This design comes from an exercise in tuning for small area and a short achievable clock period on the open sky130 flow, not from production work.
RTL that was checked went through simulation tests only; none was proved equivalent to the original.
Function not checked in run 2: the RTL went through the layout flow alone.
The flow treats the clock pin as an ideal source, which a real chip does not have.
Power and IR drop assume default switching activity.

==> flow/design.v <==
module debouncer(
    input clk,
    input resetn,
    input noisy_signal,
    output reg debounced_signal
);
    reg [6:0] counter;
    reg last_stable_signal;
    wire changed = noisy_signal ^ last_stable_signal;
    wire at_interval = ~counter[5] & ~counter[3] & counter[2] & ~counter[1] & counter[0];
    always @(posedge clk or negedge resetn) begin
        if (!resetn) begin
            debounced_signal <= 0;
            last_stable_signal <= 0;
        end else begin
            last_stable_signal <= noisy_signal;
            if (at_interval && !changed)
                debounced_signal <= last_stable_signal;
        end
    end
    always @(posedge clk)
        counter <= changed ? 7'd0 : {~counter[5:0], ~(counter[0] ^ counter[6])};
endmodule
module reset_debouncer(
    input clk,
    input resetn,
    output reg debounced_signal
);
    reg [6:0] counter;
    always @(posedge clk or negedge resetn) begin
        if (!resetn) begin
            counter <= 0;
            debounced_signal <= 0;
        end else begin
            counter <= {~counter[5:0], ~(counter[0] ^ counter[6])};
            if (counter[6] & counter[4] & ~counter[3] & counter[2] & ~counter[1])
                debounced_signal <= 1'b1;
        end
    end
endmodule
module game_logic(
	input clock,
	input resetn,
	input button1,
	input button0,
	input [7:0]player_input,
	output reg [2:0] colour,
	output [9:0] x,
	output [8:0] y,
	output reg plot
);
	reg [8:0] xr;
	reg [7:0] yr;
	assign x = {1'b0, xr};
	assign y = {1'b0, yr};
	wire [9:0] debounced_input;
	wire debounced_resetn;
	genvar g;
	generate
		for (g = 0; g < 8; g = g + 1) begin : deb_col
			debouncer d(.clk(clock), .resetn(resetn), .noisy_signal(player_input[g]),
				.debounced_signal(debounced_input[g]));
		end
	endgenerate
	debouncer debounce_8(.clk(clock), .resetn(resetn), .noisy_signal(button1),
		.debounced_signal(debounced_input[8]));
	debouncer debounce_9(.clk(clock), .resetn(resetn), .noisy_signal(button0),
		.debounced_signal(debounced_input[9]));
	reset_debouncer debounce_reset(.clk(clock), .resetn(resetn),
		.debounced_signal(debounced_resetn));
	reg [2:0] height [0:7];
	reg [5:0] same [0:7];
	reg turn;
	reg win_flag;
	function above(input [2:0] h, input integer k);
		case (k)
			0: above = h[2] | h[1] | h[0];
			1: above = h[2] | h[1];
			2: above = h[2] | (h[1] & h[0]);
			3: above = h[2];
			4: above = h[2] & (h[1] | h[0]);
			default: above = h[2] & h[1];
		endcase
	endfunction
	function [2:0] inc(input [2:0] h);
		inc = {h[2] | (h[1] & h[0]), h[1] ^ h[0], ~h[0]};
	endfunction
	reg [5:0] mine [0:7];
	integer c, k, d;
	always @* begin
		for (c = 0; c < 8; c = c + 1)
			for (k = 0; k < 6; k = k + 1)
				mine[c][k] = above(height[c], k) & same[c][k];
	end
	reg line;
	always @* begin
		line = 1'b0;
		for (c = 0; c < 8; c = c + 1)
			for (k = 0; k < 6; k = k + 1) begin
				if (k < 3)
					line = line | (mine[c][k] & mine[c][k+1] & mine[c][k+2] & mine[c][k+3]);
				if (c < 5)
					line = line | (mine[c][k] & mine[c+1][k] & mine[c+2][k] & mine[c+3][k]);
				if (c < 5 && k < 3)
					line = line | (mine[c][k] & mine[c+1][k+1] & mine[c+2][k+2] & mine[c+3][k+3]);
				if (c < 5 && k > 2)
					line = line | (mine[c][k] & mine[c+1][k-1] & mine[c+2][k-2] & mine[c+3][k-3]);
			end
	end
	wire button_ok = turn ? debounced_input[8] : debounced_input[9];
	reg [7:0] place;
	always @* begin
		for (c = 0; c < 8; c = c + 1)
			place[c] = debounced_input[c] & ~(height[c][2] & height[c][1]) & button_ok;
	end
	wire any_place = |place;
	function mod5is(input [5:0] q, input integer r);
		integer n;
		begin
			mod5is = 1'b0;
			for (n = r; n < 46; n = n + 5)
				if (q == n) mod5is = 1'b1;
		end
	endfunction
	wire x_wrap = xr[8] & xr[6] & xr[5] & xr[3];    
	wire y_wrap = yr[7] & yr[6] & yr[5] & yr[4];    
	wire x_cell_end = (xr[2:0] == 3'd7) & mod5is(xr[8:3], 4);
	wire x_grid_end = (xr[2:0] == 3'd3) & mod5is(xr[8:3], 0);
	reg [7:0] col;       
	reg x_grid;
	reg [5:0] lvl;
	always @* begin
		for (k = 0; k < 6; k = k + 1)
			lvl[k] = (yr >= 40 * (5 - k)) && (yr < 40 * (6 - k));
	end
	wire y_grid = ~yr[2] & mod5is({1'b0, yr[7:3]}, 0);
	wire on_grid = x_grid | y_grid;
	reg cell_occ, cell_same;
	reg [2:0] hsel;
	reg [5:0] ssel;
	always @* begin
		hsel = 3'd0;
		ssel = 6'd0;
		for (c = 0; c < 8; c = c + 1) begin
			hsel = hsel | ({3{col[c]}} & height[c]);
			ssel = ssel | ({6{col[c]}} & same[c]);
		end
		cell_occ = 1'b0;
		cell_same = 1'b0;
		for (k = 0; k < 6; k = k + 1) begin
			cell_occ = cell_occ | (lvl[k] & above(hsel, k));
			cell_same = cell_same | (lvl[k] & ssel[k]);
		end
	end
	wire cell_own = cell_same ^ turn;
	always @(posedge clock) begin
		if (!debounced_resetn) begin
			xr <= 0;
			yr <= 0;
			colour <= 3'b000;
			plot <= 1'b0;
			col <= 8'd1;
			x_grid <= 1'b1;
			turn <= 1'b0;
			win_flag <= 1'b0;
			for (c = 0; c < 8; c = c + 1)
				height[c] <= 0;
		end else begin
			for (c = 0; c < 8; c = c + 1)
				if (place[c])
					height[c] <= inc(height[c]);
			if (any_place)
				turn <= ~turn;
			if (line)
				win_flag <= 1'b1;
			if (win_flag)
				colour <= turn ? 3'b100 : 3'b010;
			else if (on_grid)
				colour <= 3'b001;
			else if (cell_occ)
				colour <= cell_own ? 3'b010 : 3'b100;
			else
				colour <= 3'b111;
			if (x_wrap) begin
				xr <= 9'd0;
				col <= 8'd1;
				x_grid <= 1'b1;
				if (y_wrap)
					yr <= 8'd0;
				else
					yr <= yr + 8'd1;
			end else begin
				xr <= xr + 9'd1;
				if (x_cell_end) begin
					col <= col << 1;
					x_grid <= 1'b1;
				end else if (x_grid_end)
					x_grid <= 1'b0;
			end
			plot <= 1'b1;
		end
	end
	always @(posedge clock) begin
		for (c = 0; c < 8; c = c + 1)
			for (k = 0; k < 6; k = k + 1)
				same[c][k] <= ~above(height[c], k) | (same[c][k] ^ any_place);
	end
endmodule
==> flow/flow/run.sh <==
#!/bin/bash
set -euo pipefail
MARGIN=${MARGIN:-5.6}
KNOBS="CORE_UTILIZATION=55 SETUP_SLACK_MARGIN=$MARGIN CTS_CLUSTER_SIZE=25 CTS_CLUSTER_DIAMETER=60"
bash standard.sh $KNOBS cts > standard_cts.log 2>&1
R=orfs/results/sky130hd/game_logic/base
ODB=$R/4_cts.odb ODB_OUT=$R/4_cts.odb openroad -no_init -exit flow/drop_root.tcl > drop_root.log 2>&1
bash standard.sh $KNOBS finish > standard.log 2>&1
==> flow/flow/drop_root.tcl <==
# Remove the clock tree's root buffer: the clock port drives the tree's first
# level of buffers directly (two to four cell pins), which takes one buffer
# delay out of every register's clock arrival alike.
read_db $::env(ODB)
set block [ord::get_db_block]
set port_net [$block findNet clock]
set drv ""
foreach it [$port_net getITerms] {
  lappend drv $it
}
if { [llength $drv] != 1 } { error "clock port net has [llength $drv] cell pins" }
set root [[lindex $drv 0] getInst]
set root_name [$root getName]
set out_net ""
foreach it [$root getITerms] {
  if { [$it isOutputSignal] } { set out_net [$it getNet] }
}
set loads {}
foreach it [$out_net getITerms] {
  if { [$it getInst] != $root } { lappend loads $it }
}
puts "root $root_name drives [llength $loads] pins on [$out_net getName]"
if { [llength $loads] > 4 } {
  puts "more than 4 loads: the tree is left as it is"
  write_db $::env(ODB_OUT)
  exit
}
foreach it $loads {
  $it disconnect
  $it connect $port_net
}
odb::dbInst_destroy $root
odb::dbNet_destroy $out_net
puts "clock port now drives [llength [$port_net getITerms]] cell pins"
write_db $::env(ODB_OUT)
==> flow/standard.sh <==
#!/bin/bash
# synth_recipe.tcl (not shown) runs the flow's synth.tcl, then flattens the netlist and writes it again
# the make line also repeats each setting of config.mk as NAME=value (left out here)
make -C /OpenROAD-flow-scripts/flow DESIGN_CONFIG=/design/flow/config.mk WORK_HOME=/design/flow/orfs CLKGATE_MAP_FILE= SYNTH_SCRIPT=/design/flow/synth_recipe.tcl "${@:-finish}"
==> flow/config.mk <==
export PLATFORM = sky130hd
export DESIGN_NAME = game_logic
export DESIGN_NICKNAME = game_logic
export VERILOG_FILES = /design/flow/design.v
export SDC_FILE = /design/flow/constraint.sdc
export NUM_CORES = 4
export LEC_CHECK = 0
export CAP_MARGIN = 20
export CORE_MARGIN = 2
export CORE_UTILIZATION = 40
export SLEW_MARGIN = 20
==> flow/constraint.sdc <==
create_clock -name core_clock -period 8.0 [get_ports {clock}]
set_input_delay 1.6000 -clock core_clock [delete_from_list [all_inputs] [get_ports {clock}]]
set_output_delay 1.6000 -clock core_clock [all_outputs]
set_load 0.01 [all_outputs]
==> impl_metrics.yaml, run 1 <==
outcome:
  status: "complete, no violations"
worst_setup_path:
  path_class: "flop to output port"
  cpPeakStageDelay_ns: 0.36
  worstSetupStartpointType: "flop"
  slowest_stage: "dfxtp_4"
  critPathTopFamily: "flip-flops"
  required_ns: 6.40
  crit_path_max_fanout: 2
  cp-end-kind: "output port"
  cp_cell_sequence: "buf_6"
  startpoint: "xr[2]$_SDFF_PP0_"
  crit_buf_inv: 1
  r2r-start: "height[3][1]$_SDFFE_PN0P_"
  crit_arrival_ns: 0.82
pwr:
  power.internal_w: 0.001585
  clkPwrFrac_pct: 32.4
  leakage_nw: 3.864
  switching_power_w: 0.0006145
  peakVddDrop_mv: 0.2313
  power_frac_comb_pct: 15.6
  switching_share_pct: 27.93
  pwr-share-seq_pct: 52.0
  p_per_area_mw_per_mm2: 211.8
place:
  place_congestion: 0.9258
  place.detailed.hpwl_um: 16940
  io_buffers: 32
global_route:
  gr-total-overflow: 0
  grt_pass1_vias: 7334
  antenna_found_initial: 0
  grt_max_degree: 49
  grt_usage_pct: 26.94
  grt_pass1_wl_um: 38250
finish:
  num_antenna_cells: 0
  area_growth_pct: 15.47
  fin_util_pct: 65.14
  final_nets: 1041
  layout-drive-gt1-share_pct: 15.94
  ff_latch_area_mm2: 0.004272
  multiInputGateArea_mm2: 0.004586
  n_fill_cell: 1295
sta:
  setup_violations: 0
  fin_crit_ns: 2.418
  slew_headroom_pct: 53.59
  max_freq_mhz: 413.6
  skew_ns: 0.02017
  period_share_pct: 30.23
  hold_viol: 0
  drv_slew: 0
  rsz0062_at_grt: "true"
  fin_setup_tns_ns: 0
  worst_slew_pin_slew_ns: 0.6952
clock_network:
  cts_htree_levels: 1
  path_clk_slew_ns: 0.09
  ctsLongestPathBuffers: 3
  cts_hold_buf: 0
  clk_latency_ns: 0.35
  cts_made_buffers: 14
  cts-root-buf: "clkbuf_16"
  cts_tree: "built"
  clock-sinks: 202
detailed_routing:
  routed_wirelength_um: 23570
  vias: 7389
  initialDrtViolationCount: 536
  first_pass_iters: 5
  viasPerCell: 5.998
  final_antenna_net_count: 0
  drc_errors: 0
  detail_route.wl_per_cell_um: 19.13
worst_hold_path:
  hp-start: "debounce_reset.counter[5]$_DFF_PN0_"
  hp-class: "flop to flop"
yosys:
  syn_area_mm2: 0.008994
  syn_avg_cell_area_um2: 9.243
  ys_ff_latch: 202
  synthCells: 973
  synth_cell_type_count: 70
  ys_seq_area_share_pct: 46.52
  async_flop_share_pct: 13.86
  yosysWarnings: 6
  synth_ff_type: "dfxtp_1"
  synth_edf_count: 0
floorplan:
  num_rows: 46
  io_pins: 35
  coreArea_mm2: 0.01594
  initial_core_util_pct: 56.41
  die_w_um: 131.9
  die_y_um: 131.9
  dieArea_mm2: 0.01739
job:
  max_cap_violations: 0
## what timing repair did
item,in CTS,in global routing
resized for setup,168,17
setup buffers,33,5
endpoints found under the setup margin,80,72
endpoints found under the hold margin,0,0
pin swaps,14,6
## cell usage after synthesis (10+ instances only)
cell type    n  area, µm²
dfxtp_1    174       3483
nand4_1     15      93.84
inv_1       34      127.6
o21ai_0     38      190.2
nor2_1     117      439.2
a22oi_1     38      285.3
dfrtp_1     28      700.7
buf_2       12      60.06
xor2_1      76      665.6
xnor2_1     18      157.7
nor2b_1     10      62.56
nor3_1      30      150.1
a21oi_1     23      115.1
nand2_1     71      266.5
clkbuf_1    30      112.6
and2_1      18      112.6
o21ai_1     12      60.06
o31ai_1     12      90.09
nand3b_1    16      120.1
nand3_1     33      165.2
nor4_1      14      87.58
ha_1        21      262.8
mux2_2      12      135.1
## metrics by stage
stage	hold WS, ns	worst slack (ns)	cell area [µm²]	cells	power (W)
after floorplan	0.3682	5.560	9072	974	0.001436
after detailed placement	0.3768	4.888	9415	1171	0.001491
final	0.3761	5.582	10390	1232	0.002200
after global routing	0.4072	5.472	10390	1232	0.002303
after CTS	0.3904	5.436	10320	1228	0.002243
after global placement	0.3726	4.992	9415	1171	0.001470
## logic make-up (layout without fill, tap and decap cells)
family                     count (synthesis)  after routing  synth area share (%)
xor gates and xnor gates                  94             94                 9.154
adders and majority gates                 22             22                 3.033
DFF                                      202            202                 46.52
other                                      1              2               0.04170
AOI/OAI and AO/OA                        191            191                 14.96
muxes                                     19             19                 2.282
and+or+nand+nor                          356            356                 19.51
buffers and inverters                     88            130                 4.507
## placed cells by master, fill, tap and decap left out, types with 10 or more instances in the layout
cell and count:
a21oi_1 23, a22oi_1 38, and2_1 18, buf_4 40, buf_6 19, clkbuf_16 14
dfrtp_1 28, dfxtp_1 142, dfxtp_2 13, dfxtp_4 19, ha_1 20, inv_1 34
mux2_2 12, nand2_1 71, nand3_1 33, nand3b_1 16, nand4_1 15, nor2_1 115
nor2b_1 10, nor3_1 30, nor4_1 13, o21ai_0 37, o31ai_1 11, xnor2_1 18
xor2_1 66
## flip-flops by register name, indices dropped and copies added, names as in the netlist
register                         count
same                                48
turn                                 1
debounce_9.counter                   7
colour                               3
deb_col.d.counter                   56
debounce_reset.counter               7
debounce_9.debounced_signal          1
deb_col.d.debounced_signal           8
xr                                   9
debounce_8.counter                   7
debounce_8.debounced_signal          1
col                                  8
height                              24
yr                                   8
debounce_reset.debounced_signal      1
x_grid                               1
debounce_8.last_stable_signal        1
plot                                 1
deb_col.d.last_stable_signal         8
debounce_9.last_stable_signal        1
win_flag                             1
## layout make-up
class,instances,area share (%)
timing repair buffer,73,6.434
clock buffer,16,3.446
inverter,34,1.229
sequential,202,41.13
tap,216,2.602
clock inverter,7,1.000
multi-input combinational,684,44.16
## routing by layer
layer,vias to the layer above,routed length [µm],global-route usage [%],part of all wire [%]
li1,3469,-,-,-
met1,3548,10030,35.52,43
met2,286,11130,45.11,47
met3,86,1344,3.153,5.7
met4,0,1067,11.17,4.5
met5,-,0,0,0
## power by group through the flow
stage,Combinational (W),Sequential [W],Clock (W)
2_1_floorplan,0.000284,0.00115,0
3_3_place_gp,0.000304,0.00117,0
3_5_place_dp,0.000317,0.00117,0
4_1_cts,0.000339,0.00115,0.000757
5_1_grt,0.000385,0.00115,0.000763
6_report,0.000342,0.00114,0.000714
## worst paths after layout
kind / end / slack (ns) / cells after the start
hold reg to reg: debounce_reset.counter[6]$_DFF_PN0_ / 0.38 / 1
setup reg to reg: win_flag$_SDFFE_PN0P_ / 5.58 / 8
min in group asynchronous: debounce_reset.counter[6]$_DFF_PN0_ / 1.65 / 2
max in group asynchronous: deb_col[7].d.debounced_signal$_DFFE_PN0P_ / 6.06 / 2
setup / recovery: x[2] / 5.58 / 1
hold / removal: debounce_reset.counter[6]$_DFF_PN0_ / 0.38 / 1
==> run 2: changes to the inputs <==
--- a/flow/design.v
+++ b/flow/design.v
@@ -126,6 +126,8 @@
 	wire y_wrap = yr[7] & yr[6] & yr[5] & yr[4];    
-	wire x_cell_end = (xr[2:0] == 3'd7) & mod5is(xr[8:3], 4);
-	wire x_grid_end = (xr[2:0] == 3'd3) & mod5is(xr[8:3], 0);
 	reg [7:0] col;       
-	reg x_grid;
+	always @* begin
+		for (c = 0; c < 8; c = c + 1)
+			col[c] = (xr >= 40 * c) && (xr < 40 * (c + 1));
+	end
+	wire x_grid = ~xr[2] & mod5is(xr[8:3], 0);
 	reg [5:0] lvl;
@@ -161,4 +163,2 @@
 			plot <= 1'b0;
-			col <= 8'd1;
-			x_grid <= 1'b1;
 			turn <= 1'b0;
@@ -185,4 +185,2 @@
 				xr <= 9'd0;
-				col <= 8'd1;
-				x_grid <= 1'b1;
 				if (y_wrap)
@@ -193,7 +191,2 @@
 				xr <= xr + 9'd1;
-				if (x_cell_end) begin
-					col <= col << 1;
-					x_grid <= 1'b1;
-				end else if (x_grid_end)
-					x_grid <= 1'b0;
 			end
==> run 2 against run 1 <==
  * Via count rose by 4.7%
  * Combinational power rose by 15%
  * Flip-flop and latch count is 9 lower
  * Sequential power hardly changed
  * Synthesized cell count rose by 0.72%
  * Critical endpoint is now colour[2]$_SDFF_PN0_
  * Largest power group unchanged
==> impl_metrics.yaml, run 2 <==
outcome:
  status: "complete, no violations"
worst_setup_path:
  cp-end-kind: "flop"
  crit_buf_inv: 1
  slowest_stage: "a222oi_1"
  cpPeakStageDelay_ns: 0.49
  r2r_cells: 9
  crit_arrival_ns: 2.97
  worstSetupStartpointType: "flop"
  cp_cell_sequence: "buf_12, and3b_2, a32o_2, a222oi_1, a41oi_1, nor2_1, and3_4, a31oi_2, o221a_1"
  required_ns: 8.33
  crit_path_max_fanout: 15
  cp_num_cells: 9
  path_class: "flop to flop"
  critPathTopFamily: "compound AO/OA/AOI/OAI gates"
floorplan:
  io_pins: 35
  die_y_um: 131.2
  die_w_um: 131.2
  dieArea_mm2: 0.01721
  initial_core_util_pct: 56.21
  coreArea_mm2: 0.01583
  num_rows: 46
global_route:
  antenna_found_initial: 0
  grt_pass1_vias: 7528
  grt_max_degree: 35
  grt_pass1_wl_um: 40840
  grt_usage_pct: 30.14
  gr-total-overflow: 0
yosys:
  async_flop_share_pct: 14.51
  synth_ff_type: "dfxtp_1"
  yosysMostFrequentCell: "dfxtp_1"
  ys_ff_latch: 193
  synth_area_leaders: "dfxtp_1 37%, dfrtp_1 7.9%, xor2_1 6.9%"
  syn_area_mm2: 0.008897
  synthTopCellsByCount: "165 x dfxtp_1, 112 x nor2_1, 76 x nand2_1, 70 x xor2_1, 55 x o21ai_0"
  yosys.area.top_type: "dfxtp_1"
  synth_edf_count: 0
  synth_top_area_share_pct: 37.13
  synth_cell_type_count: 83
  synthCells: 980
  ys_seq_area_share_pct: 45.00
  syn_avg_cell_area_um2: 9.079
  yosysWarnings: 6
clock_network:
  cts_made_buffers: 17
  clock-sinks: 193
  clk_latency_ns: 0.44
  cts-root-buf: "clkbuf_16"
  path_clk_slew_ns: 0.08
  cts_tree: "built"
  cts_hold_buf: 0
  ctsLongestPathBuffers: 2
  cts_htree_levels: 4
detailed_routing:
  detail_route.wl_per_cell_um: 20.50
  first_pass_iters: 5
  routed_wirelength_um: 26130
  wl_met1_um: 10700
  met2WireLength_um: 12110
  drc_errors: 0
  wl_met3_um: 2078
  final_antenna_net_count: 0
  vias: 7738
  highest_layer: "met4"
  initialDrtViolationCount: 602
  viasPerCell: 6.069
pwr:
  p_per_area_mw_per_mm2: 219.5
  leakage_nw: 4.101
  peakVddDrop_mv: 0.2277
  p_total_w: 0.002381
finish:
  final_nets: 1078
  num_antenna_cells: 0
  layout-drive-gt1-share_pct: 20.59
  final_common_cell: "dfxtp_1"
  multiInputGateArea_mm2: 0.004808
  final_cells: 1275
  fin_util_pct: 68.55
  area_growth_pct: 21.95
  n_fill_cell: 1225
  layout_common_cells: "133 x dfxtp_1, 112 x nor2_1, 76 x nand2_1, 60 x xor2_1, 56 x buf_4"
  top_register: "deb_col.d.counter"
  ff_latch_area_mm2: 0.004091
  largest_reg_flops: 56
  largestRegisters: "deb_col.d.counter x56, same x48, height x24"
sta:
  fin_crit_ns: 2.642
  fin_setup_tns_ns: 0
  rsz0062_at_grt: "true"
  setup_violations: 0
  skew_ns: 0.01494
  hold_slack_ns: 0.3866
  drv_slew: 0
  hold_viol: 0
  period_share_pct: 33.02
  worst_slew_pin_slew_ns: 0.9893
  max_freq_mhz: 378.6
  slew_headroom_pct: 33.48
worst_hold_path:
  hp-class: "flop to flop"
  hold_depth: 1
place:
  place.detailed.hpwl_um: 17960
  io_buffers: 32
  numPlacedInstances: 1184
  place_congestion: 1.020
job:
  max_cap_violations: 0
-- run 2: changes by cell type after synthesis, moves of 9 or more --
cell     previous run  this run
o21ai_0            38        55
nor3_1             30        20
nor4_1             14         3
a22oi_1            38         7
and3_1              4        18
a21oi_1            23        33
dfxtp_1           174       165
-- run 2: path summary, 6_finish.rpt --
path	from	to	slack, ns
worst max-delay path	xr[8]$_SDFF_PP0_	colour[2]$_SDFF_PN0_	5.36
worst min-delay path	debounce_8.counter[4]$_SDFF_PP0_	debounce_8.counter[5]$_SDFF_PP0_	0.39
worst max register to register	xr[8]$_SDFF_PP0_	colour[2]$_SDFF_PN0_	5.36
worst min register to register	debounce_8.counter[4]$_SDFF_PP0_	debounce_8.counter[5]$_SDFF_PP0_	0.39
max in group asynchronous	resetn	deb_col[6].d.last_stable_signal$_DFF_PN0_	6.19
min in group asynchronous	resetn	debounce_9.last_stable_signal$_DFF_PN0_	1.53
-- run 2: worst reg2reg max path, stage by stage, from the launching register on --
cell and delay [ns]:
dfxtp_4 0.37, buf_12 0.14, and3b_2 0.22, a32o_2 0.30
a222oi_1 0.49, a41oi_1 0.18, nor2_1 0.22, and3_4 0.24
a31oi_2 0.10, o221a_1 0.27
-- run 2: kinds of logic after synthesis --
family | share of synthesized area [%]
buffers and inverters | 4.176
AND/OR/NAND/NOR | 21.45
AO/OA/AOI/OAI | 16.37
other | 0.04215
XOR/XNOR | 8.761
flip-flops | 45.00
adder cells (fa/ha/maj) | 2.813
multiplexers | 1.392
-- run 2: metal layers --
| metal | up-vias | track usage, % |
|---|---|---|
| met1 | 3690 | 38.47 |
| met4 | 0 | 14.07 |
| met2 | 352 | 48.54 |
| li1 | 3598 | - |
| met3 | 98 | 7.137 |
| met5 | - | 0 |
-- run 2: power by group --
group,leakage [nW],switching (W),internal (W),total (W)
logic,2.08,0.000211,0.000181,0.000392
clock network,0.303,0.000450,0.000433,0.000883
registers,1.72,0.0000651,0.00104,0.00111
-- run 2: layout make-up --
cell class,count,area share [%]
repair buffers,98,8.533
inverters,33,1.142
multi-input cells,703,44.32
clock buffers,17,3.921
flip-flops and latches,193,37.71
clock inverters,15,1.891
well taps,216,2.491
-- run 2: metrics by stage --
step / instance area, µm² / worst slack [ns]
floorplan: 8987 / 5.560
global placement: 9394 / 4.752
detailed placement: 9394 / 4.573
CTS: 10470 / 5.335
global route: 10850 / 5.320
finish: 10850 / 5.358
-- run 2: repair_timing --
item                       in CTS  in global routing
buffers inserted               33                 24
pin swaps                      27                 18
resized for setup             182                 44
gates cloned                    0                  2
setup endpoints to repair      83                 67
==> run 3: changes to the inputs <==
--- a/flow/design.v
+++ b/flow/design.v
@@ -126,8 +126,6 @@
 	wire y_wrap = yr[7] & yr[6] & yr[5] & yr[4];    
+	wire x_cell_end = (xr[2:0] == 3'd7) & mod5is(xr[8:3], 4);
+	wire x_grid_end = (xr[2:0] == 3'd3) & mod5is(xr[8:3], 0);
 	reg [7:0] col;       
-	always @* begin
-		for (c = 0; c < 8; c = c + 1)
-			col[c] = (xr >= 40 * c) && (xr < 40 * (c + 1));
-	end
-	wire x_grid = ~xr[2] & mod5is(xr[8:3], 0);
+	reg x_grid;
 	reg [5:0] lvl;
@@ -163,2 +161,4 @@
 			plot <= 1'b0;
+			col <= 8'd1;
+			x_grid <= 1'b1;
 			turn <= 1'b0;
@@ -185,2 +185,4 @@
 				xr <= 9'd0;
+				col <= 8'd1;
+				x_grid <= 1'b1;
 				if (y_wrap)
@@ -191,2 +193,7 @@
 				xr <= xr + 9'd1;
+				if (x_cell_end) begin
+					col <= col << 1;
+					x_grid <= 1'b1;
+				end else if (x_grid_end)
+					x_grid <= 1'b0;
 			end
==> flow/flow/run.sh (replaced) <==
#!/bin/bash
# The standard layout, with these changes:
# - denser core (55 %) and larger clock-tree sink clusters (fewer leaf buffers);
# - after clock tree synthesis, flow/clock_top.tcl rebuilds the top of the
#   tree: the leaf buffers stay, everything above them is replaced by 4
#   buffers that the clock port drives directly, one per quarter of the core,
#   so every register's clock arrives earlier, all alike.
# The clock period, constraints and every other step are unchanged.
set -euo pipefail
MARGIN=${MARGIN:-5.6}
KNOBS="CORE_UTILIZATION=55 SETUP_SLACK_MARGIN=$MARGIN CTS_CLUSTER_SIZE=25 CTS_CLUSTER_DIAMETER=60"
bash standard.sh $KNOBS cts > standard_cts.log 2>&1
R=orfs/results/sky130hd/game_logic/base
ODB=$R/4_cts.odb ODB_OUT=$R/4_cts.odb openroad -no_init -exit flow/clock_top.tcl > clock_top.log 2>&1
bash standard.sh $KNOBS finish > standard.log 2>&1
==> flow/flow/clock_top.tcl (new file) <==
read_db $::env(ODB)
set block [ord::get_db_block]
set port_net [$block findNet clock]

proc out_net { inst } {
  foreach it [$inst getITerms] {
    if { [$it isOutputSignal] } { return [$it getNet] }
  }
  foreach it [$inst getITerms] {
    if { [[$it getMTerm] getIoType] == "OUTPUT" } { return [$it getNet] }
  }
  return ""
}
proc in_iterm { inst } {
  foreach it [$inst getITerms] {
    if { [$it isInputSignal] } { return $it }
  }
  return ""
}
# a clock buffer whose output drives something (CTS also adds buffers with a
# free output as dummy loads; those count as sinks)
proc is_dummy { inst } {
  if { ![string match "sky130_fd_sc_hd__clkbuf_*" [[$inst getMaster] getName]] } { return 0 }
  return [expr {![is_buf $inst]}]
}
proc is_buf { inst } {
  if { ![string match "sky130_fd_sc_hd__clkbuf_*" [[$inst getMaster] getName]] } { return 0 }
  set onet [out_net $inst]
  if { $onet == "" || $onet == "NULL" } { return 0 }
  return [expr {[llength [$onet getITerms]] > 1}]
}

# walk the tree from the port
set upper {}
set leaves {}
set front [list $port_net]
while { [llength $front] } {
  set next {}
  foreach net $front {
    foreach it [$net getITerms] {
      if { ![$it isInputSignal] } { continue }
      set inst [$it getInst]
      if { ![is_buf $inst] } { continue }
      set onet [out_net $inst]
      set drives_buf 0
      set drives_sink 0
      foreach lt [$onet getITerms] {
        if { [$lt getInst] == $inst } { continue }
        if { [is_dummy [$lt getInst]] } { continue }
        if { [is_buf [$lt getInst]] } { set drives_buf 1 } else { set drives_sink 1 }
      }
      if { $drives_sink } {
        if { $drives_buf } { error "[$inst getName] drives both buffers and registers" }
        lappend leaves $inst
      } else {
        lappend upper $inst
        lappend next $onet
      }
    }
  }
  set front $next
}
foreach it [$port_net getITerms] {
  if { ![is_buf [$it getInst]] } { error "the clock port drives a non-buffer" }
}
puts "[llength $upper] upper buffers, [llength $leaves] leaf buffers"
if { [llength $leaves] < 5 } {
  puts "too few leaves: the tree is left as it is"
  write_db $::env(ODB_OUT)
  exit
}

# remove the upper levels, with any dummy loads on their nets
set dummy_list {}
foreach net [concat [list $port_net] [lmap b $upper {out_net $b}]] {
  foreach it [$net getITerms] {
    set inst [$it getInst]
    if { [$it isInputSignal] && [is_dummy $inst] } { lappend dummy_list $inst }
  }
}
set dummies [llength $dummy_list]
foreach inst $dummy_list { odb::dbInst_destroy $inst }
foreach b $leaves { [in_iterm $b] disconnect }
foreach b $upper {
  set onet [out_net $b]
  odb::dbInst_destroy $b
  odb::dbNet_destroy $onet
}
puts "removed [llength $upper] upper buffers and $dummies dummy loads"

# split the leaves into 4 groups: halves by x, then each half by y
proc centre { inst } {
  set bb [$inst getBBox]
  return [list [expr {([$bb xMin] + [$bb xMax]) / 2}] [expr {([$bb yMin] + [$bb yMax]) / 2}]]
}
set pts {}
foreach b $leaves { lappend pts [concat [list $b] [centre $b]] }
set pts [lsort -integer -index 1 $pts]
set h [expr {[llength $pts] / 2}]
set groups {}
foreach half [list [lrange $pts 0 [expr {$h - 1}]] [lrange $pts $h end]] {
  set half [lsort -integer -index 2 $half]
  set q [expr {[llength $half] / 2}]
  lappend groups [lrange $half 0 [expr {$q - 1}]] [lrange $half $q end]
}
set master [[lindex $leaves 0] getMaster]
set master [[$block getDataBase] findMaster sky130_fd_sc_hd__clkbuf_16]
set n 0
foreach grp $groups {
  incr n
  set nb [odb::dbInst_create $block $master "clkbuf_top_${n}_clock"]
  set nnet [odb::dbNet_create $block "clknet_top_${n}_clock"]
  $nnet setSigType CLOCK
  set sx 0; set sy 0
  foreach p $grp {
    [in_iterm [lindex $p 0]] connect $nnet
    incr sx [lindex $p 1]; incr sy [lindex $p 2]
  }
  $nb setLocation [expr {$sx / [llength $grp]}] [expr {$sy / [llength $grp]}]
  $nb setPlacementStatus PLACED
  foreach nit [$nb getITerms] {
    set sig [[$nit getMTerm] getSigType]
    if { $sig == "POWER" || $sig == "GROUND" } { continue }
    if { [$nit isOutputSignal] } { $nit connect $nnet } elseif { [$nit isInputSignal] } { $nit connect $port_net }
  }
  puts "clkbuf_top_${n}_clock drives [llength $grp] leaf buffers"
}
puts "clock port now drives [llength [$port_net getITerms]] cell pins"
detailed_placement
check_placement
write_db $::env(ODB_OUT)
removed: flow/flow/drop_root.tcl
==> run 3 against run 2 <==
  * Final area down 3.7%
  * Still clean on timing, DRC and antenna
  * Sequential share of layout area up 3.1 points
  * Critical endpoint is now deb_col[5].d.debounced_signal$_DFFE_PN0P_
  * Synthesized cell count decreased by 0.71%
  * Largest cell class unchanged
  * Critical path depth fell by 4
  * Combinational power fell by 13%
  * Via count is 4.4% lower
==> impl_metrics.yaml, run 3 <==
floorplan:
  coreArea_mm2: 0.01594
  die_y_um: 131.9
  dieArea_mm2: 0.01739
  num_rows: 46
  initial_core_util_pct: 56.41
  die_w_um: 131.9
  io_pins: 35
clock_network:
  cts_made_buffers: 14
  clock-sinks: 202
  cts_htree_levels: 1
  cts_hold_buf: 0
  clk_latency_ns: 0.30
  path_clk_slew_ns: 0.09
  ctsLongestPathBuffers: 3
  cts-root-buf: "clkbuf_16"
  cts_tree: "built"
pwr:
  clkPwrFrac_pct: 32.8
  switching_share_pct: 27.26
  power.internal_w: 0.001611
  switching_power_w: 0.0006039
  pwr-share-seq_pct: 51.7
  leakage_nw: 3.879
  peakVddDrop_mv: 0.2463
  p_per_area_mw_per_mm2: 212.1
  power_frac_comb_pct: 15.5
place:
  io_buffers: 32
  dp_slack_ns: 4.888
  place_congestion: 0.9258
  place.detailed.hpwl_um: 16940
sta:
  hold_viol: 0
  worst_slew_pin_slew_ns: 0.7224
  period_share_pct: 32.41
  fin_crit_ns: 2.593
  setup_violations: 0
  slew_headroom_pct: 50.60
  fin_setup_tns_ns: 0
  rsz0062_at_grt: "true"
  drv_slew: 0
  skew_ns: 0.03232
  final.setup.worst_slack_ns: 5.407
  max_freq_mhz: 385.7
detailed_routing:
  drc_errors: 0
  first_pass_iters: 5
  vias: 7399
  viasPerCell: 5.986
  initialDrtViolationCount: 517
  routed_wirelength_um: 23590
  final_antenna_net_count: 0
  detail_route.wl_per_cell_um: 19.09
worst_setup_path:
  worstSetupStartpointType: "input port"
  required_ns: 8.17
  crit_arrival_ns: 2.76
  crit_path_max_fanout: 2
  cp-end-kind: "flop"
  path_class: "input port to flop"
yosys:
  syn_avg_cell_area_um2: 9.243
  synth_area_leaders: "dfxtp_1 39%, dfrtp_1 7.8%, xor2_1 7.4%"
  synthTopCellsByCount: "174 x dfxtp_1, 117 x nor2_1, 76 x xor2_1, 71 x nand2_1"
  yosys.area.top_type: "dfxtp_1"
  synth_edf_count: 0
  synth_ff_type: "dfxtp_1"
  synthCells: 973
  syn_area_mm2: 0.008994
  async_flop_share_pct: 13.86
  ys_ff_latch: 202
  ys_seq_area_share_pct: 46.52
  synth_top_area_share_pct: 38.73
  yosysMostFrequentCell: "dfxtp_1"
  synth_cell_type_count: 70
  yosysWarnings: 6
finish:
  ff_latch_area_mm2: 0.004264
  num_antenna_cells: 0
  final_nets: 1046
  layout-drive-gt1-share_pct: 16.96
  multiInputGateArea_mm2: 0.004619
  layout_common_cells: "142 x dfxtp_1, 113 x nor2_1, 71 x nand2_1, 66 x xor2_1, 43 x buf_4"
  final_common_cell: "dfxtp_1"
  area_growth_pct: 16.17
  largest_reg_flops: 56
  n_fill_cell: 1292
  top_register: "deb_col.d.counter"
  largestRegisters: "deb_col.d.counter x56, same x48, height x24"
global_route:
  grt_max_degree: 49
  gr-total-overflow: 0
  grt_usage_pct: 27.17
  antenna_found_initial: 0
  grt_pass1_wl_um: 38300
  grt_pass1_vias: 7357
worst_hold_path:
  hp-class: "flop to flop"
outcome:
  status: "complete, no violations"
job:
  max_cap_violations: 0
==> run 3: changes by cell type after synthesis, sizes merged, moves of 9 or more <==
cell   delta
dfxtp     +9
a22oi    +31
and3     -14
nor4     +11
nor3      +9
a21oi    -10
==> run 3: power groups by stage <==
stage	combinational, W	clock (W)	sequential (W)
after floorplan	0.000284	0	0.00115
after global placement	0.000304	0	0.00117
after detailed placement	0.000317	0	0.00117
after CTS	0.000339	0.000757	0.00115
after global routing	0.000387	0.000773	0.00116
final	0.000343	0.000728	0.00115
==> run 3: kinds of logic (layout without fill, tap and decap cells) <==
logic type	after synthesis	count (layout)	synth area share [%]
simple gates	356	356	19.51
flops	202	202	46.52
compound gates	191	191	14.96
xor+xnor	94	94	9.154
buf+inv	88	134	4.507
fa+ha+maj	22	22	3.033
mux	19	19	2.282
other cells	1	2	0.04170
==> run 3: final timing paths <==
check / from / end / slack [ns] / cells past startpoint
min: debounce_reset.counter[5]$_DFF_PN0_ / debounce_reset.counter[6]$_DFF_PN0_ / 0.38 / 1
max reg2reg: height[6][1]$_SDFFE_PN0P_ / win_flag$_SDFFE_PN0P_ / 5.50 / 6
min in group asynchronous: resetn / debounce_reset.counter[6]$_DFF_PN0_ / 1.69 / 2
max in group asynchronous: resetn / deb_col[7].d.debounced_signal$_DFFE_PN0P_ / 6.00 / 2
max: player_input[5] / deb_col[5].d.debounced_signal$_DFFE_PN0P_ / 5.41 / 5
min reg2reg: debounce_reset.counter[5]$_DFF_PN0_ / debounce_reset.counter[6]$_DFF_PN0_ / 0.38 / 1
==> run 3: metrics by stage <==
stage	hold slack (ns)	std cells	utilization, %	instance area [µm²]	total power, W
2_1_floorplan	0.3682	974	-	9072	0.001436
4_1_cts	0.3904	1228	64.76	10320	0.002243
3_3_place_gp	0.3726	1171	59.06	9415	0.001470
6_report	0.3752	1236	65.53	10450	0.002215
3_5_place_dp	0.3768	1171	59.06	9415	0.001491
5_1_grt	0.3893	1236	65.53	10450	0.002316
==> run 3: worst max-delay path, cell delays in order <==
cell and delay [ns]:
clkdlybuf4s50_1 0.51, xor2_2 0.19, nor2_1 0.07, nand2_1 0.07
mux2_2 0.32
==> run 3: layout make-up <==
type	instances	area share [%]
Multi-Input combinational cell	684	44.22
Sequential cell	202	40.81
Timing Repair Buffer	76	6.503
Clock buffer	13	2.707
Tap cell	216	2.587
Inverter	34	1.222
Clock inverter	7	0.9940
Buffer	4	0.9581
==> run 3: what timing repair did <==
action                                  CTS  global route
gates resized for setup                 168            23
setup buffers                            33             8
pin swaps                                14            12
endpoints found under the setup margin   80            45
==> run 3: routing by layer <==
metal / wire (µm) / vias to the layer above / share of wire [%] / track usage, %
li1: - / 3469 / - / -
met1: 9926 / 3552 / 42 / 35.33
met2: 11160 / 295 / 47 / 44.99
met3: 1365 / 83 / 5.8 / 3.306
met4: 1139 / 0 / 4.8 / 13.35
met5: 0 / - / 0 / 0
==> run 4: changes to the inputs <==
--- a/flow/flow/run.sh
+++ b/flow/flow/run.sh
@@ -2,2 +2,4 @@
 # The standard layout, with these changes:
+# - the port buffers that every input and output gets are buf_2 cells (ORFS
+#   picks a slow delay cell otherwise, which its repair then leaves alone);
 # - denser core (55 %) and larger clock-tree sink clusters (fewer leaf buffers);
@@ -9,7 +11,8 @@
 set -euo pipefail
-MARGIN=${MARGIN:-5.6}
+MARGIN=${MARGIN:-5.85}
 KNOBS="CORE_UTILIZATION=55 SETUP_SLACK_MARGIN=$MARGIN CTS_CLUSTER_SIZE=25 CTS_CLUSTER_DIAMETER=60"
-bash standard.sh $KNOBS cts > standard_cts.log 2>&1
+PORTS="BUFFER_PORTS_ARGS=-buffer_cell sky130_fd_sc_hd__buf_2"
+bash standard.sh $KNOBS "$PORTS" cts > standard_cts.log 2>&1
 R=orfs/results/sky130hd/game_logic/base
 ODB=$R/4_cts.odb ODB_OUT=$R/4_cts.odb openroad -no_init -exit flow/clock_top.tcl > clock_top.log 2>&1
-bash standard.sh $KNOBS finish > standard.log 2>&1
+bash standard.sh $KNOBS "$PORTS" finish > standard.log 2>&1
==> run 4 against run 3 <==
  * Still clean
  * Cell count increased by 5.7%
  * Combinational power increased by 49%
  * Sequential power about the same
  * Power increased by 12%
  * Via count increased by 6.8%
  * Synthesized cell count unchanged
  * Flip-flop and latch count unchanged
  * Clock power increased by 12%
  * Critical endpoint is now y[0]
  * Highest routed layer unchanged
==> impl_metrics.yaml, run 4 <==
finish:
  final_common_cell: "dfxtp_1"
  num_antenna_cells: 0
  top_register: "deb_col.d.counter"
  largest_reg_flops: 56
  final_nets: 1114
  layout_common_cells: "126 x dfxtp_1, 105 x nor2_1, 95 x buf_4, 71 x nand2_1, 66 x xor2_1"
  area_growth_pct: 28.35
  largestRegisters: "deb_col.d.counter x56, same x48, height x24"
  layout-drive-gt1-share_pct: 28.17
detailed_routing:
  routed_wirelength_um: 26620
  final_antenna_net_count: 0
  first_pass_iters: 6
  initialDrtViolationCount: 627
  vias: 7902
  drc_errors: 0
  detail_route.wl_per_cell_um: 20.38
  viasPerCell: 6.051
sta:
  drv_slew: 0
  period_share_pct: 29.65
  hold_slack_ns: 0.3851
  max_freq_mhz: 421.5
  fin_setup_tns_ns: 0
  rsz0062_at_grt: "true"
  setup_violations: 0
  fin_crit_ns: 2.372
  slew_headroom_pct: 56.54
  hold_viol: 0
  worst_slew_pin_slew_ns: 0.6520
  skew_ns: 0.02015
clock_network:
  clock-sinks: 202
  cts_htree_levels: 1
  cts-root-buf: "clkbuf_16"
  ctsLongestPathBuffers: 3
  cts_tree: "built"
  clk_latency_ns: 0.30
  path_clk_slew_ns: 0.09
  cts_made_buffers: 16
pwr:
  pwr-share-seq_pct: 46.3
  switching_power_w: 0.0007056
  p_per_area_mw_per_mm2: 214.4
  power_frac_comb_pct: 20.6
  switching_share_pct: 28.51
  leakage_nw: 4.348
  clkPwrFrac_pct: 33.1
  power.internal_w: 0.001769
  peakVddDrop_mv: 0.2453
worst_setup_path:
  cp-end-kind: "output port"
  crit_path_max_fanout: 2
  worstSetupStartpointType: "flop"
  r2r-start: "height[0][1]$_SDFFE_PN0P_"
  startpoint: "yr[0]$_SDFFE_PN0P_"
  path_class: "flop to output port"
  critPathTopFamily: "flip-flops"
  crit_buf_inv: 1
  required_ns: 6.40
  crit_arrival_ns: 0.77
  cp_cell_sequence: "buf_6"
  slowest_stage: "dfxtp_4"
  cpPeakStageDelay_ns: 0.36
global_route:
  grt_usage_pct: 28.33
  grt_pass1_wl_um: 39720
  antenna_found_initial: 0
  gr-total-overflow: 0
  grt_pass1_vias: 7458
  grt_max_degree: 29
yosys:
  yosysWarnings: 6
  ys_seq_area_share_pct: 46.52
  synth_cell_type_count: 70
  async_flop_share_pct: 13.86
  synth_top_area_share_pct: 38.73
  syn_avg_cell_area_um2: 9.243
  ys_ff_latch: 202
  synth_ff_type: "dfxtp_1"
  yosys.area.top_type: "dfxtp_1"
  syn_area_mm2: 0.008994
  synth_area_leaders: "dfxtp_1 39%, dfrtp_1 7.8%, xor2_1 7.4%"
  synthTopCellsByCount: "174 x dfxtp_1, 117 x nor2_1, 76 x xor2_1, 71 x nand2_1"
  synthCells: 973
  synth_edf_count: 0
  yosysMostFrequentCell: "dfxtp_1"
floorplan:
  die_y_um: 131.9
  initial_core_util_pct: 56.41
  dieArea_mm2: 0.01739
  coreArea_mm2: 0.01594
  io_pins: 35
  num_rows: 46
  die_w_um: 131.9
worst_hold_path:
  hp-class: "flop to flop"
  hp-start: "deb_col[7].d.counter[4]$_SDFF_PP0_"
place:
  place_congestion: 0.9540
  place.detailed.hpwl_um: 16870
  io_buffers: 32
job:
  max_cap_violations: 0
outcome:
  status: "complete, no violations"
[run 4: cell types whose count changed in the layout (fill, tap and decap cells not counted), moves of 8 or more]
cell	before	now
buf_6	18	29
dfxtp_1	142	126
dfxtp_4	16	32
xor2_2	9	0
buf_4	43	95
nor2_2	4	12
xor2_4	1	10
nor2_1	113	105
[run 4: through the flow]
stage | worst slack, ns | total power (W) | util, % | std cells | cell area (µm²)
global placement | 5.292 | 0.001476 | 58.71 | 1170 | 9360
finish | 5.628 | 0.002475 | 72.41 | 1306 | 11540
detailed placement | 5.228 | 0.001494 | 58.71 | 1170 | 9360
floorplan | 5.614 | 0.001442 | - | 974 | 9185
CTS | 5.449 | 0.002356 | 67.06 | 1245 | 10690
global route | 5.610 | 0.002568 | 72.41 | 1306 | 11540
[run 4: logic make-up (layout without fill, tap and decap cells)]
kind of cell	after synthesis	count (layout)	synth area share [%]
adders and majority gates	22	22	3.033
other	1	2	0.04170
and+or+nand+nor	356	356	19.51
AOI/OAI and AO/OA	191	191	14.96
xor gates and xnor gates	94	94	9.154
muxes	19	19	2.282
buffers and inverters	88	204	4.507
DFF	202	202	46.52
[run 4: layout make-up]
type                       count  area (µm²)
buffer                         4       100.1
timing repair buffer         142        1285
inverter                      34       132.6
fill                        1142        4399
tap                          216       270.3
clock buffer                  16       346.6
multi-input combinational    684        4981
sequential                   202        4324
clock inverter                 8       103.9
[run 4: repair_timing]
action / 4_1_cts / 5_1_grt
resized for setup: 118 / 99
cloned: 1 / 5
hold endpoints to repair: 0 / 0
setup endpoints to repair: 73 / 91
hold buffers: 0 / 0
pin swaps: 17 / 33
buffers inserted: 46 / 56
[run 4: power groups by stage]
| stage | registers (W) | clock network [W] | logic [W] |
|---|---|---|---|
| 5_1_grt | 0.00116 | 0.000871 | 0.000540 |
| 3_5_place_dp | 0.00118 | 0 | 0.000318 |
| 6_report | 0.00115 | 0.000819 | 0.000510 |
| 3_3_place_gp | 0.00117 | 0 | 0.000308 |
| 2_1_floorplan | 0.00115 | 0 | 0.000287 |
| 4_1_cts | 0.00114 | 0.000845 | 0.000365 |
[run 4: path summary, 6_finish.rpt]
check                                                             to  cells past startpoint  slack [ns]
max                                                             y[0]                      1        5.63
min                               deb_col[7].d.counter[5]$_SDFF_PP0_                      1        0.39
max reg2reg                                       same[6][4]$_DFF_P_                      9        5.69
min reg2reg                       deb_col[7].d.counter[5]$_SDFF_PP0_                      1        0.39
max in group asynchronous  deb_col[3].d.last_stable_signal$_DFF_PN0_                      1        6.26
min in group asynchronous  deb_col[3].d.debounced_signal$_DFFE_PN0P_                      1        1.32
[run 4: metal layers]
metal | global-route usage (%) | vias up | wire, µm
li1 | - | 3625 | -
met1 | 36.97 | 3785 | 10590
met2 | 46.61 | 378 | 12730
met3 | 4.037 | 114 | 1917
met4 | 13.29 | 0 | 1375
met5 | 0 | - | 0
==> run 5: changes to the inputs <==
--- a/flow/flow/run.sh
+++ b/flow/flow/run.sh
@@ -11,3 +11,3 @@
 set -euo pipefail
-MARGIN=${MARGIN:-5.85}
+MARGIN=${MARGIN:-5.6}
 KNOBS="CORE_UTILIZATION=55 SETUP_SLACK_MARGIN=$MARGIN CTS_CLUSTER_SIZE=25 CTS_CLUSTER_DIAMETER=60"
==> run 5 against run 4 <==
  * Highest routed layer is now met5
  * Critical endpoint is now y[7]
  * Worst setup slack worse by 0.018 ns
  * Still clean
  * Routed wire length is 13% lower
  * Clock power is 5.6% higher
  * First-iteration DRC count is 18% lower
  * Combinational power is 35% lower
==> impl_metrics.yaml, run 5 <==
pwr:
  pwr-share-seq_pct: 48.9
  p_per_area_mw_per_mm2: 225.1
  switching_power_w: 0.0006423
  power.internal_w: 0.001698
  leakage_nw: 3.800
  clkPwrFrac_pct: 37.0
  peakVddDrop_mv: 0.2743
  power_frac_comb_pct: 14.2
  switching_share_pct: 27.45
sta:
  fin_setup_tns_ns: 0
  drv_slew: 0
  max_freq_mhz: 418.4
  hold_viol: 0
  period_share_pct: 29.87
  worst_slew_pin_slew_ns: 0.7792
  rsz0062_at_grt: "true"
  slew_headroom_pct: 48.05
  fin_crit_ns: 2.390
  setup_violations: 0
  skew_ns: 0.03530
detailed_routing:
  viasPerCell: 5.975
  first_pass_iters: 5
  vias: 7302
  initialDrtViolationCount: 517
  drc_errors: 0
  routed_wirelength_um: 23030
  detail_route.wl_per_cell_um: 18.85
  final_antenna_net_count: 0
yosys:
  synthMuxAreaShare_pct: 2.282
  synthCells: 973
  syn_avg_cell_area_um2: 9.243
  async_flop_share_pct: 13.86
  yosys.area.top_type: "dfxtp_1"
  synth_simple_gate_area_share_pct: 19.50
  synth_fa_ha_area_share_pct: 3.033
  ys_seq_area_share_pct: 46.52
  yosysMostFrequentCell: "dfxtp_1"
  synth-xor-area-share_pct: 9.154
  yosysWarnings: 6
  synth_area_leaders: "dfxtp_1 39%, dfrtp_1 7.8%, xor2_1 7.4%"
  synth_top_family_by_area: "simple AND/OR/NAND/NOR gates"
  synth_top_area_share_pct: 38.73
  ys_ff_latch: 202
  synth_compound_area_share_pct: 14.96
  syn_area_mm2: 0.008994
  synth_edf_count: 0
  synthTopCellsByCount: "174 x dfxtp_1, 117 x nor2_1, 76 x xor2_1, 71 x nand2_1"
  synth_ff_type: "dfxtp_1"
  synth_cell_type_count: 70
global_route:
  antenna_found_initial: 1
  grt_max_degree: 49
  grt_usage_pct: 26.40
  grt_pass1_wl_um: 37050
  gr-total-overflow: 0
  grt_pass1_vias: 6990
worst_setup_path:
  cp_num_cells: 1
  slowest_stage: "dfxtp_4"
  path_class: "flop to output port"
  cp-end-kind: "output port"
  critPathTopFamily: "flip-flops"
  cpPeakStageDelay_ns: 0.36
  required_ns: 6.40
  crit_arrival_ns: 0.79
  crit_buf_inv: 1
  cp_cell_sequence: "buf_6"
  worstSetupStartpointType: "flop"
  crit_path_max_fanout: 2
  r2r_cells: 8
clock_network:
  path_clk_slew_ns: 0.09
  clock-sinks: 202
  cts_made_buffers: 16
  cts_htree_levels: 1
  cts_hold_buf: 0
  clk_latency_ns: 0.32
  ctsLongestPathBuffers: 3
  cts_tree: "built"
  cts-root-buf: "clkbuf_16"
finish:
  layout-drive-gt1-share_pct: 16.70
  top_register: "deb_col.d.counter"
  final_common_cell: "dfxtp_1"
  ff_latch_area_mm2: 0.004272
  layout_common_cells: "140 x dfxtp_1, 117 x nor2_1, 71 x nand2_1, 66 x xor2_1, 38 x a22oi_1"
  final_cells: 1222
  n_fill_cell: 1275
  final_nets: 1030
  area_growth_pct: 15.58
  multiInputGateArea_mm2: 0.004624
  largest_reg_flops: 56
  num_antenna_cells: 0
  largestRegisters: "deb_col.d.counter x56, same x48, height x24"
outcome:
  status: "complete, no violations"
job:
  max_cap_violations: 0
floorplan:
  dieArea_mm2: 0.01739
  die_w_um: 131.9
  num_rows: 46
  io_pins: 35
  coreArea_mm2: 0.01594
  die_y_um: 131.9
  initial_core_util_pct: 56.41
place:
  place_congestion: 0.9053
  numPlacedInstances: 1170
  place.detailed.hpwl_um: 16380
  io_buffers: 32
worst_hold_path:
  hold_depth: 1
  hp-class: "flop to flop"
run 5: cell counts after synthesis:
No cell type changed its count.
run 5: stage by stage:
step           power [W]  cell area, µm²  utilization [%]  hold slack [ns]  worst slack, ns
2_1_floorplan   0.001436            9072                -           0.3682            5.560
3_3_place_gp    0.001470            9248            58.00           0.3706            5.271
3_5_place_dp    0.001487            9248            58.00           0.3716            5.205
4_1_cts         0.002371           10260            64.34           0.3699            5.424
5_1_grt         0.002442           10400            65.20           0.3859            5.569
6_report        0.002340           10400            65.20           0.3663            5.610
run 5: per-layer routing:
metal / share of wire, % / global-route usage [%] / routed length [µm]
met1: 44 / 35.94 / 10030
met2: 47 / 42.91 / 10770
met3: 5.9 / 3.614 / 1354
met4: 3.8 / 10.08 / 865
met5: 0.056 / 0 / 13
run 5: layout make-up:
cell class,instances,area share [%]
buffer,4,0.9629
clock buffer,16,3.334
clock inverter,8,1.613
inverter,34,1.228
multi-input combinational,684,44.49
sequential,202,41.09
tap,216,2.600
timing repair buffer,58,4.682
run 5: cells by family after synthesis:
| family | Yosys count |
|---|---|
| AND/OR/NAND/NOR | 356 |
| flip-flops | 202 |
| AO/OA/AOI/OAI | 191 |
| XOR/XNOR | 94 |
| buffers and inverters | 88 |
| adder cells (fa/ha/maj) | 22 |
| multiplexers | 19 |
| other | 1 |
run 5: power by group through the flow:
stage / combinational (W) / clock [W] / sequential [W]
3_3_place_gp: 0.000304 / 0 / 0.00117
5_1_grt: 0.000369 / 0.000920 / 0.00115
3_5_place_dp: 0.000315 / 0 / 0.00117
4_1_cts: 0.000329 / 0.000897 / 0.00114
2_1_floorplan: 0.000284 / 0 / 0.00115
6_report: 0.000332 / 0.000865 / 0.00114
run 5: path summary, 6_finish.rpt:
path	start	endpoint	slack, ns
worst max-delay path	yr[7]$_SDFFE_PN0P_	y[7]	5.61
worst min-delay path	deb_col[5].d.counter[4]$_SDFF_PP0_	deb_col[5].d.counter[5]$_SDFF_PP0_	0.37
worst max register to register	height[1][0]$_SDFFE_PN0P_	win_flag$_SDFFE_PN0P_	5.65
worst min register to register	deb_col[5].d.counter[4]$_SDFF_PP0_	deb_col[5].d.counter[5]$_SDFF_PP0_	0.37
max in group asynchronous	resetn	deb_col[7].d.last_stable_signal$_DFF_PN0_	6.26
min in group asynchronous	resetn	deb_col[2].d.debounced_signal$_DFFE_PN0P_	1.30
run 5: what timing repair did:
action / in CTS / in global routing
setup buffers: 21 / 3
setup endpoints to repair: 70 / 52
hold endpoints to repair: 0 / 0
resized for setup: 73 / 25
pin swaps: 4 / 5
==> run 6: changes to the inputs <==
--- a/flow/design.v
+++ b/flow/design.v
@@ -16,4 +16,6 @@
             last_stable_signal <= noisy_signal;
-            if (at_interval && !changed)
-                debounced_signal <= last_stable_signal;
+            if (at_interval)
+                debounced_signal <= (noisy_signal & last_stable_signal) |
+                                    (noisy_signal & debounced_signal) |
+                                    (last_stable_signal & debounced_signal);
         end
--- a/flow/flow/run.sh
+++ b/flow/flow/run.sh
@@ -12,3 +12,3 @@
 MARGIN=${MARGIN:-5.6}
-KNOBS="CORE_UTILIZATION=55 SETUP_SLACK_MARGIN=$MARGIN CTS_CLUSTER_SIZE=25 CTS_CLUSTER_DIAMETER=60"
+KNOBS="CORE_UTILIZATION=68 SETUP_SLACK_MARGIN=$MARGIN CTS_CLUSTER_SIZE=25 CTS_CLUSTER_DIAMETER=60"
 PORTS="BUFFER_PORTS_ARGS=-buffer_cell sky130_fd_sc_hd__buf_2"
==> run 6 against run 5 <==
  * First-iteration DRC count is 90% higher
  * Register-to-register slack about the same
  * Worst setup slack gained 0.0085 ns
  * Maximum frequency grew 0.36%
==> impl_metrics.yaml, run 6 <==
clock_network:
  cts_htree_levels: 1
  ctsLongestPathBuffers: 3
  cts_tree: "built"
  cts_hold_buf: 0
  cts-root-buf: "clkbuf_16"
  cts_made_buffers: 14
  clock-sinks: 202
  clk_latency_ns: 0.31
  path_clk_slew_ns: 0.09
sta:
  max_freq_mhz: 419.9
  drv_slew: 0
  setup_violations: 0
  hold_viol: 0
  period_share_pct: 29.77
  fin_setup_tns_ns: 0
  fin_crit_ns: 2.381
  worst_slew_pin_slew_ns: 0.7448
  rsz0062_at_grt: "false"
  slew_headroom_pct: 50.28
  skew_ns: 0.02828
place:
  numPlacedInstances: 1152
  io_buffers: 32
  place_congestion: 1.036
  place.detailed.hpwl_um: 16710
yosys:
  synth_area_leaders: "dfxtp_1 38%, dfrtp_1 7.7%, nor2_1 6.0%"
  syn_avg_cell_area_um2: 9.129
  synthCells: 999
  ys_seq_area_share_pct: 45.88
  yosys.area.top_type: "dfxtp_1"
  ys_ff_latch: 202
  yosysMostFrequentCell: "dfxtp_1"
  synth_top_area_share_pct: 38.19
  synthTopCellsByCount: "174 x dfxtp_1, 146 x nor2_1, 62 x xnor2_1, 61 x nand2_1, 48 x nand3_1"
  syn_area_mm2: 0.009120
  yosysWarnings: 6
  async_flop_share_pct: 13.86
  synth_edf_count: 0
  synth_ff_type: "dfxtp_1"
  synth_cell_type_count: 68
outcome:
  status: "complete, no violations"
global_route:
  antenna_found_initial: 0
  grt_max_degree: 50
  gr-total-overflow: 0
  grt_usage_pct: 34.76
  grt_pass1_wl_um: 39560
  grt_pass1_vias: 7520
worst_setup_path:
  cp-end-kind: "output port"
  slowest_stage: "dfxtp_4"
  crit_path_max_fanout: 2
  crit_buf_inv: 1
  worstSetupStartpointType: "flop"
  crit_arrival_ns: 0.78
  critPathTopFamily: "flip-flops"
  cp_cell_sequence: "buf_6"
  r2r_cells: 8
  cp_num_cells: 1
  path_class: "flop to output port"
  cpPeakStageDelay_ns: 0.36
  required_ns: 6.40
finish:
  largestRegisters: "deb_col.d.counter x56, same x48, height x24"
  final_nets: 1055
  n_fill_cell: 842
  layout_common_cells: "149 x dfxtp_1, 146 x nor2_1, 62 x xnor2_1, 61 x nand2_1, 48 x nand3_1"
  area_growth_pct: 10.66
  num_antenna_cells: 0
  final_cells: 1195
  largest_reg_flops: 56
  layout-drive-gt1-share_pct: 11.58
  final_common_cell: "dfxtp_1"
  top_register: "deb_col.d.counter"
pwr:
  leakage_nw: 3.712
  peakVddDrop_mv: 0.2836
  p_per_area_mw_per_mm2: 221.7
floorplan:
  coreArea_mm2: 0.01319
  die_w_um: 119.8
  num_rows: 42
  die_y_um: 119.8
  dieArea_mm2: 0.01435
  initial_core_util_pct: 69.14
  io_pins: 35
detailed_routing:
  vias: 7788
  routed_wirelength_um: 24600
  detail_route.wl_per_cell_um: 20.58
  drc_errors: 0
  initialDrtViolationCount: 980
  final_antenna_net_count: 0
  first_pass_iters: 6
  viasPerCell: 6.517
worst_hold_path:
  hp-class: "flop to flop"
  hold_depth: 1
job:
  max_cap_violations: 0
==> run 6: area by class of cell <==
type,count,area [µm²],area share [%]
well taps,176,220.2,2.182
inverters,35,131.4,1.302
flip-flops and latches,202,4250,42.11
multi-input cells,706,4557,45.15
repair buffers,52,426.7,4.228
plain buffers,4,100.1,0.9918
clock inverters,6,120.1,1.190
clock buffers,14,286.5,2.839
==> run 6: logic make-up (layout without fill, tap and decap cells) <==
logic type | after synthesis | after routing | synth area share, %
simple gates | 376 | 376 | 20.25
flops | 202 | 202 | 45.88
compound gates | 205 | 205 | 15.93
xor+xnor | 83 | 83 | 7.971
mux | 9 | 9 | 1.002
fa+ha+maj | 31 | 31 | 4.253
buf+inv | 92 | 111 | 4.678
other cells | 1 | 2 | 0.04112
==> run 6: timing repair <==
action,CTS,global route
resized for setup,51,15
buffers inserted,17,2
setup endpoints to repair,65,47
pin swaps,0,0
==> run 6: worst paths after layout <==
check | from | to | slack, ns
setup / recovery | yr[0]$_SDFFE_PN0P_ | y[0] | 5.62
hold reg to reg | deb_col[3].d.counter[4]$_SDFF_PP0_ | deb_col[3].d.counter[5]$_SDFF_PP0_ | 0.38
setup reg to reg | height[4][0]$_SDFFE_PN0P_ | win_flag$_SDFFE_PN0P_ | 5.66
hold / removal | deb_col[3].d.counter[4]$_SDFF_PP0_ | deb_col[3].d.counter[5]$_SDFF_PP0_ | 0.38
max in group asynchronous | resetn | deb_col[0].d.debounced_signal$_DFFE_PN0P_ | 6.27
min in group asynchronous | resetn | deb_col[1].d.last_stable_signal$_DFF_PN0_ | 1.30
==> run 6: through the flow <==
| stage | utilization [%] | instance area [µm²] | setup slack (ns) | total power [W] | hold WS [ns] |
|---|---|---|---|---|---|
| 2_1_floorplan | - | 9124 | 5.877 | 0.001425 | 0.3454 |
| 3_3_place_gp | 69.93 | 9224 | 5.551 | 0.001463 | 0.3674 |
| 3_5_place_dp | 69.93 | 9224 | 5.499 | 0.001492 | 0.3719 |
| 4_1_cts | 76.06 | 10030 | 5.448 | 0.002253 | 0.3850 |
| 5_1_grt | 76.51 | 10090 | 5.598 | 0.002321 | 0.3939 |
| 6_report | 76.51 | 10090 | 5.619 | 0.002238 | 0.3836 |
==> run 6: where the power goes <==
part	switching (W)	total [W]	internal [W]
Sequential	0.0000792	0.00117	0.00109
Combinational	0.000165	0.000310	0.000145
Clock	0.000362	0.000762	0.000400
==> run 6: per-layer routing <==
| layer | vias up | track usage [%] | wire length (µm) |
|---|---|---|---|
| met5 | - | 0 | 0 |
| li1 | 3561 | - | - |
| met4 | 0 | 14.93 | 1149 |
| met3 | 99 | 6.036 | 2054 |
| met1 | 3716 | 45.27 | 9717 |
| met2 | 412 | 57.25 | 11680 |
==> run 7: changes to the inputs <==
--- a/flow/flow/run.sh
+++ b/flow/flow/run.sh
@@ -11,3 +11,3 @@
 set -euo pipefail
-MARGIN=${MARGIN:-5.6}
+MARGIN=${MARGIN:-5.7}
 KNOBS="CORE_UTILIZATION=68 SETUP_SLACK_MARGIN=$MARGIN CTS_CLUSTER_SIZE=25 CTS_CLUSTER_DIAMETER=60"
==> run 7 against run 6 <==
  * Still clean on timing, DRC and antenna
  * Non-clock buffer count is the same
  * Cell count unchanged
  * Register-to-register slack better by 0.05 ns
  * Flip-flop and latch count stayed put
  * Critical endpoint unchanged
==> impl_metrics.yaml, run 7 <==
sta:
  max_freq_mhz: 420.1
  slew_headroom_pct: 56.98
  worst_slew_pin_slew_ns: 0.6398
  fin_setup_tns_ns: 0
  rsz0062_at_grt: "true"
  skew_ns: 0.02781
  period_share_pct: 29.75
  hold_viol: 0
  fin_crit_ns: 2.380
  setup_violations: 0
  drv_slew: 0
clock_network:
  cts-root-buf: "clkbuf_16"
  path_clk_slew_ns: 0.09
  ctsLongestPathBuffers: 3
  clock-sinks: 202
  cts_htree_levels: 1
  cts_made_buffers: 14
  clk_latency_ns: 0.30
  cts_tree: "built"
  cts_hold_buf: 0
worst_setup_path:
  cp_cell_sequence: "buf_6"
  r2r-start: "height[2][0]$_SDFFE_PN0P_"
  path_class: "flop to output port"
  worstSetupStartpointType: "flop"
  slowest_stage: "dfxtp_4"
  startpoint: "yr[0]$_SDFFE_PN0P_"
  critPathTopFamily: "flip-flops"
  required_ns: 6.40
  cpPeakStageDelay_ns: 0.36
  cp-end-kind: "output port"
  crit_arrival_ns: 0.78
  crit_buf_inv: 1
  crit_path_max_fanout: 2
floorplan:
  dieArea_mm2: 0.01435
  io_pins: 35
  die_y_um: 119.8
  num_rows: 42
  coreArea_mm2: 0.01319
  die_w_um: 119.8
  initial_core_util_pct: 69.14
global_route:
  grt_pass1_wl_um: 39940
  grt_max_degree: 50
  antenna_found_initial: 0
  grt_pass1_vias: 7533
  gr-total-overflow: 0
  grt_usage_pct: 35.04
finish:
  top_register: "deb_col.d.counter"
  layout-drive-gt1-share_pct: 12.07
  num_antenna_cells: 0
  largest_reg_flops: 56
  final_nets: 1055
  largestRegisters: "deb_col.d.counter x56, same x48, height x24"
  fin_util_pct: 76.54
  final_cells: 1195
  area_growth_pct: 10.70
  final_common_cell: "nor2_1"
  layout_common_cells: "146 x nor2_1, 144 x dfxtp_1, 62 x xnor2_1, 61 x nand2_1, 48 x nand3_1"
  stdcell_area_mm2: 0.01010
yosys:
  synth_top_area_share_pct: 38.19
  yosysMostFrequentCell: "dfxtp_1"
  synth_ff_type: "dfxtp_1"
  synth_area_leaders: "dfxtp_1 38%, dfrtp_1 7.7%, nor2_1 6.0%"
  async_flop_share_pct: 13.86
  ys_seq_area_share_pct: 45.88
  synthTopCellsByCount: "174 x dfxtp_1, 146 x nor2_1, 62 x xnor2_1, 61 x nand2_1, 48 x nand3_1"
  ys_ff_latch: 202
  synth_cell_type_count: 68
  synthCells: 999
  syn_area_mm2: 0.009120
  syn_avg_cell_area_um2: 9.129
  synth_edf_count: 0
  yosysWarnings: 6
  yosys.area.top_type: "dfxtp_1"
place:
  io_buffers: 32
  place_congestion: 1.036
  postPlaceCellArea_mm2: 0.009224
  place.detailed.hpwl_um: 16710
  numPlacedInstances: 1152
worst_hold_path:
  hp-class: "flop to flop"
  hp-start: "deb_col[3].d.counter[4]$_SDFF_PP0_"
detailed_routing:
  final_antenna_net_count: 0
  drc_errors: 0
  detail_route.wl_per_cell_um: 20.55
  routed_wirelength_um: 24560
  first_pass_iters: 9
  initialDrtViolationCount: 981
  viasPerCell: 6.551
  vias: 7829
job:
  max_cap_violations: 0
pwr:
  peakVddDrop_mv: 0.2827
  leakage_nw: 3.713
  p_per_area_mw_per_mm2: 221.5
outcome:
  status: "complete, no violations"
run 7: changes by cell type in the layout (fill, tap and decap cells not counted):
cell / previous run / this run
o21ai_2: 5 / 6
buf_6: 19 / 20
o21ai_4: 3 / 2
dfxtp_1: 149 / 144
dfxtp_2: 11 / 16
a2111oi_1: 1 / 0
a2111oi_0: 4 / 5
buf_2: 14 / 13
run 7: logic make-up after synthesis:
family,count (synthesis),synth area share [%]
simple gates,376,20.25
compound gates,205,15.93
flops,202,45.88
buf+inv,92,4.678
xor+xnor,83,7.971
fa+ha+maj,31,4.253
mux,9,1.002
other cells,1,0.04112
run 7: power by group:
part	switching, W	total [W]	internal, W
registers	0.0000786	0.00117	0.00109
logic	0.000165	0.000310	0.000145
clock network	0.000361	0.000761	0.000400
run 7: through the flow:
stage | worst slack, ns | hold WS, ns | power, W
3_5_place_dp | 5.499 | 0.3719 | 0.001492
3_3_place_gp | 5.551 | 0.3674 | 0.001463
4_1_cts | 5.448 | 0.3850 | 0.002255
5_1_grt | 5.601 | 0.3939 | 0.002321
6_report | 5.620 | 0.3792 | 0.002236
2_1_floorplan | 5.877 | 0.3454 | 0.001425
run 7: layout make-up:
cell class	count	area, µm²
multi-input cells	706	4548
flip-flops and latches	202	4257
fillers	839	3094
repair buffers	52	432.9
clock buffers	14	286.5
well taps	176	220.2
inverters	35	131.4
clock inverters	6	120.1
plain buffers	4	100.1
run 7: per-layer routing:
metal | track usage, % | part of all wire (%) | vias up
li1 | - | - | 3566
met1 | 46.05 | 40 | 3775
met2 | 57.29 | 48 | 391
met3 | 6.084 | 8.3 | 97
met4 | 14.93 | 4.3 | 0
met5 | 0 | 0 | -
run 7: path summary, 6_finish.rpt:
| path | endpoint | slack [ns] | depth (start not counted) |
|---|---|---|---|
| min in group asynchronous | deb_col[1].d.last_stable_signal$_DFF_PN0_ | 1.29 | 1 |
| setup / recovery | y[0] | 5.62 | 1 |
| max in group asynchronous | deb_col[0].d.debounced_signal$_DFFE_PN0P_ | 6.27 | 1 |
| setup reg to reg | win_flag$_SDFFE_PN0P_ | 5.71 | 8 |
| hold reg to reg | deb_col[3].d.counter[5]$_SDFF_PP0_ | 0.38 | 1 |
| hold / removal | deb_col[3].d.counter[5]$_SDFF_PP0_ | 0.38 | 1 |
run 7: what timing repair did:
item,in CTS,in global routing
setup buffers,19,0
resized for setup,59,11
pin swaps,0,0
setup endpoints to repair,71,72
cloned,0,0

Check on run 7: ideal ports give 5.620 ns setup slack; a clkbuf_16 on the clock port and buf_2 on the inputs give 5.529 ns; moving port delays by the midpoint clock arrival (0.381 ns) as well gives 5.639 ns.
